This design comes from an exercise in tuning for small area and a short achievable clock period on the open sky130 flow, not from production work. Where RTL was checked, it was by simulation tests only, not by an equivalence proof against the original. Power figures rest on the tool's default switching activity, not on a simulated workload.

==> inputs of v29 <==
==> flow/design.v (excerpt) <==
module pipecpu(clk, rst, instr, readdata, PC, MemWrite, aluout, writedata);
clock: 12.5 ns
lec_check: 0
cap_margin: 20
core_margin: 2
core_utilization: 50
cts_cluster_diameter: 85
cts_cluster_size: 25
place_density: 0.75
slew_margin: 20
synth_hierarchical: 1
standard.sh (not shown) runs the stock make flow with config.mk's settings and CLKGATE_MAP_FILE= SYNTH_SCRIPT=/design/flow/synth_recipe.tcl, a recipe that flattens the netlist after the stock synthesis.
==> flow/flow/run.sh <==
#!/bin/bash
# The standard layout, with:
# - synthesis: the standard flow's own synthesis script, with a delay-driven ABC script
#   (strash; dch; map -D; buffer; upsize; dnsize) for the final technology
#   mapping in place of ORFS's abc_speed.script; registers are untouched;
# - timing repair aiming well below the clock period (the SDC is unchanged);
# - plain buffers on the ports;
# - without the slow two-stage OR / AND cells (the platform's don't-use cells
#   stay don't-use).
set -euo pipefail
W=$(pwd)
cat > "$W/synth_abc.tcl" <<EOT
proc abc {args} {
   set rest {}
   set skip 0
   foreach a \$args {
      if {\$skip} { set skip 0; continue }
      if {\$a eq "-script"} { set skip 1; continue }
      lappend rest \$a
   }
   yosys abc -script "+strash;dch;map,-D,1100;buffer;upsize,-D,1100;dnsize,-D,1100" {*}\$rest
}
source $W/synth_recipe.tcl
EOT
DONT_USE="sky130_fd_sc_hd__probe_p_8 sky130_fd_sc_hd__probec_p_8 sky130_fd_sc_hd__lpflow_bleeder_1 sky130_fd_sc_hd__lpflow_clkbufkapwr_1 sky130_fd_sc_hd__lpflow_clkbufkapwr_16 sky130_fd_sc_hd__lpflow_clkbufkapwr_2 sky130_fd_sc_hd__lpflow_clkbufkapwr_4 sky130_fd_sc_hd__lpflow_clkbufkapwr_8 sky130_fd_sc_hd__lpflow_clkinvkapwr_1 sky130_fd_sc_hd__lpflow_clkinvkapwr_16 sky130_fd_sc_hd__lpflow_clkinvkapwr_2 sky130_fd_sc_hd__lpflow_clkinvkapwr_4 sky130_fd_sc_hd__lpflow_clkinvkapwr_8 sky130_fd_sc_hd__lpflow_decapkapwr_12 sky130_fd_sc_hd__lpflow_decapkapwr_3 sky130_fd_sc_hd__lpflow_decapkapwr_4 sky130_fd_sc_hd__lpflow_decapkapwr_6 sky130_fd_sc_hd__lpflow_decapkapwr_8 sky130_fd_sc_hd__lpflow_inputiso0n_1 sky130_fd_sc_hd__lpflow_inputiso0p_1 sky130_fd_sc_hd__lpflow_inputiso1n_1 sky130_fd_sc_hd__lpflow_inputiso1p_1 sky130_fd_sc_hd__lpflow_inputisolatch_1 sky130_fd_sc_hd__lpflow_isobufsrc_1 sky130_fd_sc_hd__lpflow_isobufsrc_16 sky130_fd_sc_hd__lpflow_isobufsrc_2 sky130_fd_sc_hd__lpflow_isobufsrc_4 sky130_fd_sc_hd__lpflow_isobufsrc_8 sky130_fd_sc_hd__lpflow_isobufsrckapwr_16 sky130_fd_sc_hd__lpflow_lsbuf_lh_hl_isowell_tap_1 sky130_fd_sc_hd__lpflow_lsbuf_lh_hl_isowell_tap_2 sky130_fd_sc_hd__lpflow_lsbuf_lh_hl_isowell_tap_4 sky130_fd_sc_hd__lpflow_lsbuf_lh_isowell_4 sky130_fd_sc_hd__lpflow_lsbuf_lh_isowell_tap_1 sky130_fd_sc_hd__lpflow_lsbuf_lh_isowell_tap_2 sky130_fd_sc_hd__lpflow_lsbuf_lh_isowell_tap_4 sky130_fd_sc_hd__a2111o_1 sky130_fd_sc_hd__a2111o_2 sky130_fd_sc_hd__a2111o_4 sky130_fd_sc_hd__and4_1 sky130_fd_sc_hd__and4_2 sky130_fd_sc_hd__and4_4 sky130_fd_sc_hd__and4b_1 sky130_fd_sc_hd__and4b_2 sky130_fd_sc_hd__and4b_4 sky130_fd_sc_hd__and4bb_1 sky130_fd_sc_hd__and4bb_2 sky130_fd_sc_hd__and4bb_4 sky130_fd_sc_hd__o2111a_1 sky130_fd_sc_hd__o2111a_2 sky130_fd_sc_hd__o2111a_4 sky130_fd_sc_hd__or3_1 sky130_fd_sc_hd__or3_2 sky130_fd_sc_hd__or3_4 sky130_fd_sc_hd__or3b_1 sky130_fd_sc_hd__or3b_2 sky130_fd_sc_hd__or3b_4 sky130_fd_sc_hd__or4_1 sky130_fd_sc_hd__or4_2 sky130_fd_sc_hd__or4_4 sky130_fd_sc_hd__or4b_1 sky130_fd_sc_hd__or4b_2 sky130_fd_sc_hd__or4b_4 sky130_fd_sc_hd__or4bb_1 sky130_fd_sc_hd__or4bb_2 sky130_fd_sc_hd__or4bb_4 "
bash standard.sh "SYNTH_SCRIPT=$W/synth_abc.tcl" SETUP_SLACK_MARGIN=8.5 "BUFFER_PORTS_ARGS=-buffer_cell sky130_fd_sc_hd__buf_4" "DONT_USE_CELLS=$DONT_USE" finish > standard_flow.log 2>&1
==> v17: changes against v29 <==
==> flow/design.v (replaced) <==
module pipecpu(clk, rst, instr, readdata, PC, MemWrite, aluout, writedata);
   input         clk;
   input         rst;
   input  [31:0] instr;
   input  [31:0] readdata;
   output [31:0] PC;
   output        MemWrite;
   output [31:0] aluout;
   output [31:0] writedata;
   localparam OP_ADD = 0, OP_AND = 1, OP_OR = 2, OP_XOR = 3, OP_NOR = 4,
              OP_SLT = 5, OP_SLL = 6, OP_SRL = 7, OP_SRA = 8;
   reg  [31:0] dinst;
   reg         fea, feb;
   reg         fla, flb;
   reg         fxa, fxb;
   reg  [31:0] pcn, bpcr;        
   reg  [31:0] ea, eb, es;       
   reg         ecin;             
   reg  [4:0]  esa;              
   reg  [8:0]  eop;
   reg  [4:0]  ern;
   reg         ewreg, em2reg, ewmem;
   reg  [31:0] malu, mb;
   reg  [4:0]  mrn;
   reg         mwreg, mm2reg, mwmem;
   assign MemWrite = mwmem;
   assign aluout = malu;
   assign writedata = mb;
   wire [5:0] op = dinst[31:26];
   wire [5:0] func = dinst[5:0];
   wire [4:0] rs = dinst[25:21];
   wire [4:0] rt = dinst[20:16];
   wire [4:0] rd = dinst[15:11];
   wire r_type = ~|op;
   wire i_add  = r_type & (func == 6'b100000);
   wire i_sub  = r_type & (func == 6'b100010);
   wire i_and  = r_type & (func == 6'b100100);
   wire i_or   = r_type & (func == 6'b100101);
   wire i_xor  = r_type & (func == 6'b100110);
   wire i_nor  = r_type & (func == 6'b100111);
   wire i_slt  = r_type & (func == 6'b101010);
   wire i_sll  = r_type & (func == 6'b000000);
   wire i_srl  = r_type & (func == 6'b000010);
   wire i_sra  = r_type & (func == 6'b000011);
   wire i_sllv = r_type & (func == 6'b000100);
   wire i_srlv = r_type & (func == 6'b000110);
   wire i_jr   = r_type & (func == 6'b001000);
   wire i_addi = (op == 6'b001000);
   wire i_andi = (op == 6'b001100);
   wire i_ori  = (op == 6'b001101);
   wire i_xori = (op == 6'b001110);
   wire i_lui  = (op == 6'b001111);
   wire i_lw   = (op == 6'b100011);
   wire i_sw   = (op == 6'b101011);
   wire i_beq  = (op == 6'b000100);
   wire i_bne  = (op == 6'b000101);
   wire i_j    = (op == 6'b000010);
   wire i_jal  = (op == 6'b000011);
   wire i_rs = i_add | i_sub | i_and | i_or | i_xor | i_jr | i_addi | i_andi | i_ori | i_xori |
               i_lw | i_sw | i_beq | i_bne | i_nor | i_slt | i_sllv | i_srlv;
   wire i_rt = i_add | i_sub | i_and | i_or | i_xor | i_sll | i_sllv | i_srl | i_srlv | i_sra |
               i_sw | i_beq | i_bne | i_nor | i_slt;
   wire wreg = i_add | i_sub | i_and | i_or | i_xor | i_sll | i_sllv | i_srlv | i_nor | i_slt |
               i_srl | i_sra | i_addi | i_andi | i_ori | i_xori | i_lw | i_lui | i_jal;
   wire regrt  = i_addi | i_andi | i_ori | i_xori | i_lw | i_lui;
   wire shift  = i_sll | i_srl | i_sra;
   wire aluimm = i_addi | i_lw | i_sw | i_beq | i_bne | i_lui | i_ori | i_andi | i_xori;
   wire sext   = i_addi | i_lw | i_sw | i_beq | i_bne;
   wire [4:0] rn = i_jal ? 5'd31 : regrt ? rt : rd;
   wire dwreg = wreg & (rn != 5'd0);    
   wire stall = ewreg & em2reg & (i_rs & (ern == rs) | i_rt & (ern == rt));
   reg  [31:0] rf [1:31];
   reg  [31:1] rfv;
   wire [31:0] wdi = mm2reg ? readdata : malu;
   wire [31:1] wsel;
   genvar gi;
   generate
      for (gi = 1; gi < 32; gi = gi + 1) begin : g_rf
         assign wsel[gi] = mwreg & (mrn == gi);
         always @(posedge clk)
            if (wsel[gi]) rf[gi] <= wdi;
      end
   endgenerate
   always @(posedge clk or posedge rst) begin
      if (rst) rfv <= 31'd0;
      else rfv <= rfv | wsel;
   end
   wire [31*16-1:0] rfh [0:1];    
   generate
      for (gi = 1; gi < 32; gi = gi + 1) begin : g_rfq
         assign rfh[0][(gi-1)*16 +: 16] = rf[gi][15:0];
         assign rfh[1][(gi-1)*16 +: 16] = rf[gi][31:16];
      end
   endgenerate
   wire [31:0] qa, qb;
   wire [31:1] nsela, nselb;    
   generate
      for (gi = 0; gi < 2; gi = gi + 1) begin : g_rd
         rf_read rda (.clk(clk), .rst(rst), .nsel(nsela), .d(rfh[gi]), .q(qa[gi*16 +: 16]));
         rf_read rdb (.clk(clk), .rst(rst), .nsel(nselb), .d(rfh[gi]), .q(qb[gi*16 +: 16]));
      end
   endgenerate
   wire [31:0] ealu;
   wire [31:0] ao = ({32{fla}} & readdata) | ({32{fxa}} & malu) | qa;    
   wire [31:0] bo = ({32{flb}} & readdata) | ({32{fxb}} & malu) | qb;    
   wire [31:0] a = ({32{fea}} & ealu) | ao;
   wire [31:0] b = ({32{feb}} & ealu) | bo;
   wire [31:0] ninst = stall ? dinst : instr;
   wire [4:0]  nrs = ninst[25:21];
   wire [4:0]  nrt = ninst[20:16];
   wire [31:1] nvalid = rfv | wsel;
   wire efwd = ~stall & dwreg & ~i_lw;
   wire nfea = efwd & (rn == nrs);
   wire nfeb = efwd & (rn == nrt);
   wire nfma = ewreg & (ern == nrs) & ~nfea;
   wire nfmb = ewreg & (ern == nrt) & ~nfeb;
   generate
      for (gi = 1; gi < 32; gi = gi + 1) begin : g_sel
         assign nsela[gi] = (nrs == gi) & nvalid[gi] & ~nfea & ~nfma;
         assign nselb[gi] = (nrt == gi) & nvalid[gi] & ~nfeb & ~nfmb;
      end
   endgenerate
   always @(posedge clk or posedge rst) begin
      if (rst) begin
         fea <= 1'b0;
         feb <= 1'b0;
         fla <= 1'b0;
         flb <= 1'b0;
         fxa <= 1'b0;
         fxb <= 1'b0;
      end else begin
         fea <= nfea;
         feb <= nfeb;
         fla <= nfma & em2reg;
         flb <= nfmb & em2reg;
         fxa <= nfma & ~em2reg;
         fxb <= nfmb & ~em2reg;
      end
   end
   wire [31:0] ep = ea ^ eb;
   wire [31:0] eg = ea & eb;
   wire [31:0] sum;
   wire        slt;
   alu_add add (.a(ea), .b(eb), .cin(ecin), .sum(sum), .slt(slt));
   wire [31:0] ealu_ls;
   wire [31:0] ealu_lss = ealu_ls | {31'd0, eop[OP_SLT] & slt};
   wire ntaken;
   wire fe1 = fea ^ feb;
   br_eq beq_unit (.ao(ao), .bo(bo), .p(ep), .g(eg), .ecin(ecin), .els(ealu_lss),
                   .m_same(fea & feb), .m_n(~fea & ~feb), .m_add(fe1 & eop[OP_ADD]),
                   .m_ls(fe1 & ~eop[OP_ADD]),
                   .beq(i_beq & ~stall), .bne(i_bne & ~stall), .taken(ntaken));
   wire [31:0] imm = {{16{sext & dinst[15]}}, dinst[15:0]};
   wire [31:0] bpc = pcn + {{14{dinst[15]}}, dinst[15:0], 2'b00};
   wire [31:0] jpc = {pcn[31:28], dinst[25:0], 2'b00};
   wire [31:0] pci;       
   wire [31:0] pc4 = pci + 32'd4;
   wire [31:0] npc = stall ? pci : i_jr ? a : (i_j | i_jal) ? jpc : pc4;
   always @(posedge clk or posedge rst) begin
      if (rst) pcn <= 32'd0;
      else pcn <= npc;
   end
   generate
      for (gi = 0; gi < 4; gi = gi + 1) begin : g_pc
         pc_sel psel (.clk(clk), .rst(rst), .ntaken(ntaken), .bpc(bpcr[gi*8 +: 8]),
                      .pcn(pcn[gi*8 +: 8]), .pc(PC[gi*8 +: 8]));
         pc_sel isel (.clk(clk), .rst(rst), .ntaken(ntaken), .bpc(bpcr[gi*8 +: 8]),
                      .pcn(pcn[gi*8 +: 8]), .pc(pci[gi*8 +: 8]));
      end
   endgenerate
   always @(posedge clk) bpcr <= bpc;
   always @(posedge clk or posedge rst) begin
      if (rst) dinst <= 32'd0;
      else if (!stall) dinst <= instr;
   end
   wire dsub = i_sub | i_beq | i_bne | i_slt;
   wire [8:0] dop;
   assign dop[OP_ADD] = i_add | i_addi | i_lw | i_sw | i_jal | i_sub | i_beq | i_bne;
   assign dop[OP_AND] = i_and | i_andi;
   assign dop[OP_OR]  = ~(dop[OP_ADD] | i_and | i_andi | i_xor | i_xori | i_nor | i_slt |
                          i_sll | i_sllv | i_srl | i_srlv | i_sra);
   assign dop[OP_XOR] = i_xor | i_xori;
   assign dop[OP_NOR] = i_nor;
   assign dop[OP_SLT] = i_slt;
   assign dop[OP_SLL] = i_sll | i_sllv;
   assign dop[OP_SRL] = i_srl | i_srlv;
   assign dop[OP_SRA] = i_sra;
   wire [31:0] da = i_jal ? pcn : i_lui ? 32'd0 :
                    shift ? {a[31:5], dinst[10:6]} : a;
   wire [31:0] db0 = i_jal ? 32'd4 : i_lui ? {dinst[15:0], 16'd0} :
                     aluimm ? imm : (dop[OP_OR] & ~i_or) ? 32'd0 : b;
   wire [31:0] db = dsub ? ~db0 : db0;
   always @(posedge clk) begin
      ea <= da;
      eb <= db;
      es <= b;
      ecin <= dsub;
      esa <= (i_sll ? ~dinst[10:6] : 5'd0) | ((i_srl | i_sra) ? dinst[10:6] : 5'd0) |
             (i_sllv ? ~a[4:0] : 5'd0) | (i_srlv ? a[4:0] : 5'd0);
      ern <= rn;
   end
   always @(posedge clk or posedge rst) begin
      if (rst) begin
         eop <= 9'd0;
         ewreg <= 1'b0;
         em2reg <= 1'b0;
         ewmem <= 1'b0;
      end else begin
         eop <= dop;
         ewreg <= dwreg & ~stall;
         em2reg <= i_lw;
         ewmem <= i_sw & ~stall;
      end
   end
   alu_ls ls (.p(ep), .g(eg), .s(es), .sa(esa), .op(eop[8:1]), .y(ealu_ls));
   assign ealu = ({32{eop[OP_ADD]}} & sum) | ealu_lss;
   always @(posedge clk or posedge rst) begin
      if (rst) begin
         malu <= 32'd0;
         mwreg <= 1'b0;
         mm2reg <= 1'b0;
         mwmem <= 1'b0;
      end else begin
         malu <= ealu;
         mwreg <= ewreg;
         mm2reg <= em2reg;
         mwmem <= ewmem;
      end
   end
   always @(posedge clk) begin
      mb <= es;
      mrn <= ern;
   end
endmodule
module rf_read(clk, rst, nsel, d, q);
   input              clk, rst;
   input  [31:1]      nsel;
   input  [31*16-1:0] d;
   output reg [15:0]  q;
   reg [31:1] sel;
   always @(posedge clk or posedge rst) begin
      if (rst) sel <= 31'd0;
      else sel <= nsel;
   end
   integer k;
   always @(*) begin
      q = 16'd0;
      for (k = 1; k < 32; k = k + 1)
         q = q | (d[(k-1)*16 +: 16] & {16{sel[k]}});
   end
endmodule
module alu_add(a, b, cin, sum, slt);
   input  [31:0] a, b;
   input         cin;
   output [31:0] sum;
   output        slt;
   wire [32:0] sum1 = {a, 1'b1} + {b, cin};
   assign sum = sum1[32:1];
   assign slt = (a[31] ^ ~b[31]) ? a[31] : sum[31];
endmodule
module alu_ls(p, g, s, sa, op, y);
   input  [31:0] p, g, s;       
   input  [4:0]  sa;
   input  [7:0]  op;
   output [31:0] y;
   wire left = op[5];
   wire [31:0] r0 = left  ? {s[0],     s[31:1]}  : s;
   wire [31:0] r1 = sa[0] ? {r0[0],    r0[31:1]} : r0;
   wire [31:0] r2 = sa[1] ? {r1[1:0],  r1[31:2]} : r1;
   wire [31:0] r3 = sa[2] ? {r2[3:0],  r2[31:4]} : r2;
   wire [31:0] r4 = sa[3] ? {r3[7:0],  r3[31:8]} : r3;
   wire [31:0] r5 = sa[4] ? {r4[15:0], r4[31:16]} : r4;
   wire [31:0] t;
   genvar i;
   generate
      for (i = 0; i < 32; i = i + 1) begin : g_t
         if (i == 0) assign t[i] = 1'b0;
         else assign t[i] = (sa >= 32 - i);
      end
   endgenerate
   wire fill = op[7] & s[31];
   wire [31:0] m = left ? ~{1'b1, t[31:1]} : t;
   wire [31:0] sh = (r5 & ~m) | ({32{fill}} & m);
   assign y = ({32{op[0]}} & g) |
              ({32{op[1]}} & (p | g)) |
              ({32{op[2]}} & p) |
              ({32{op[3]}} & ~(p | g)) |
              ({32{op[5] | op[6] | op[7]}} & sh);
endmodule
module br_eq(ao, bo, p, g, ecin, els, m_same, m_n, m_add, m_ls, beq, bne, taken);
   input  [31:0] ao, bo, p, g, els;
   input         ecin, m_same, m_n, m_add, m_ls, beq, bne;
   output        taken;
   wire [31:0] x = ao | bo;
   wire [31:0] c0 = {g[30:0] | p[30:0], ecin};
   wire [31:0] c1 = {g[30:0], ecin};
   wire [31:0] xm1 = {x[30:0], 1'b0};
   wire [31:0] cin_i;
   genvar i;
   generate
      for (i = 0; i < 32; i = i + 1) begin : g_c
         assign cin_i[i] = xm1[i] ? c1[i] : c0[i];
      end
   endgenerate
   wire eq_add = &(~(x ^ p ^ cin_i));
   wire eq_ls = &(~(els ^ x));
   wire eq_n = &(~(ao ^ bo));
   wire eq = m_same | (m_n & eq_n) | (m_add & eq_add) | (m_ls & eq_ls);
   assign taken = beq & eq | bne & ~eq;
endmodule
module pc_sel(clk, rst, ntaken, bpc, pcn, pc);
   input        clk, rst, ntaken;
   input  [7:0] bpc, pcn;
   output [7:0] pc;
   reg taken;
   always @(posedge clk or posedge rst) begin
      if (rst) taken <= 1'b0;
      else taken <= ntaken;
   end
   assign pc = taken ? bpc : pcn;
endmodule
==> run notes <==
| metric | v17 | v29 |
|---|---|---|
| Sw Ratio | 0.323 | 0.324 |
| Sequential cell area share | 0.519 | 0.521 |
| Net switching power | 3.67 mW | 3.66 mW |
| Post-route insts no fill | 8,352 | 8,696 |
| Status | timing/DRC/antenna clean | timing/DRC/antenna clean |
| Placeable Area | 139,000 um2 | 139,000 um2 |
| Area post-placement | 73,300 um2 | 73,700 um2 |
| Maximum achievable frequency | 0.234 GHz | 0.244 GHz |
| Post-synthesis instance area | 69,900 um2 | 70,100 um2 |
| Top cell type's share of synthesized area | 0.426 | 0.425 |
| Total power consumption of the routed design | 11.4 mW | 11.3 mW |
| Count of non-CTS buffers in the layout | 324 | 370 |
| Total routed wirelength | 282,000 um | 281,000 um |
| Setup Crit Path Kind | reg2out | reg2reg |
| Power density over cell area | 146 nW/um2 | 145 nW/um2 |
| Cells after DPL | 8,136 | 8,464 |
| Sequential-to-total area share from yosys stat | 0.576 | 0.581 |
| Measured slew at the worst slew-check pin | 1.22 ns | 1.21 ns |
| Cell-internal power | 7.71 mW | 7.66 mW |
| Fraction of area in multi-input gates | 0.366 | 0.358 |
| Crit path capture type | output pin | flop |
For v29, only the layout was checked, not whether the RTL still works.

## afterwards: timing with drivers on the ports
The results above use ideal ports. As a check the final layouts listed here were re-extracted and re-timed, cells and wires unchanged. Step 1 sets driving cells, clkbuf_16 on the clock port and buf_2 on the other inputs (assumed; they add their load-dependent delay and slew). Step 2 moves the port delays by t, midway between the first and last clock arrival at a register: inputs arrive t later, outputs are due t later. That takes back most of the time a late clock gives input paths. a / b / c = ideal ports / drivers / drivers and shift; a / b = the first two.
| run | t (ns) | slack for setup (ns) | worst slew at a driven data input, ns |
|---|---|---|---|
| v29 | 0.801 | 8.407 / 8.334 / 7.561 | 0.18 |
| v17 | 0.810 | 8.222 / 8.146 / 7.608 | 0.18 |
After both steps setup and hold are still met in every run listed. For v29, which loses most, drivers alone change the setup slack by -0.073 ns; drivers and shift together by -0.846 ns.
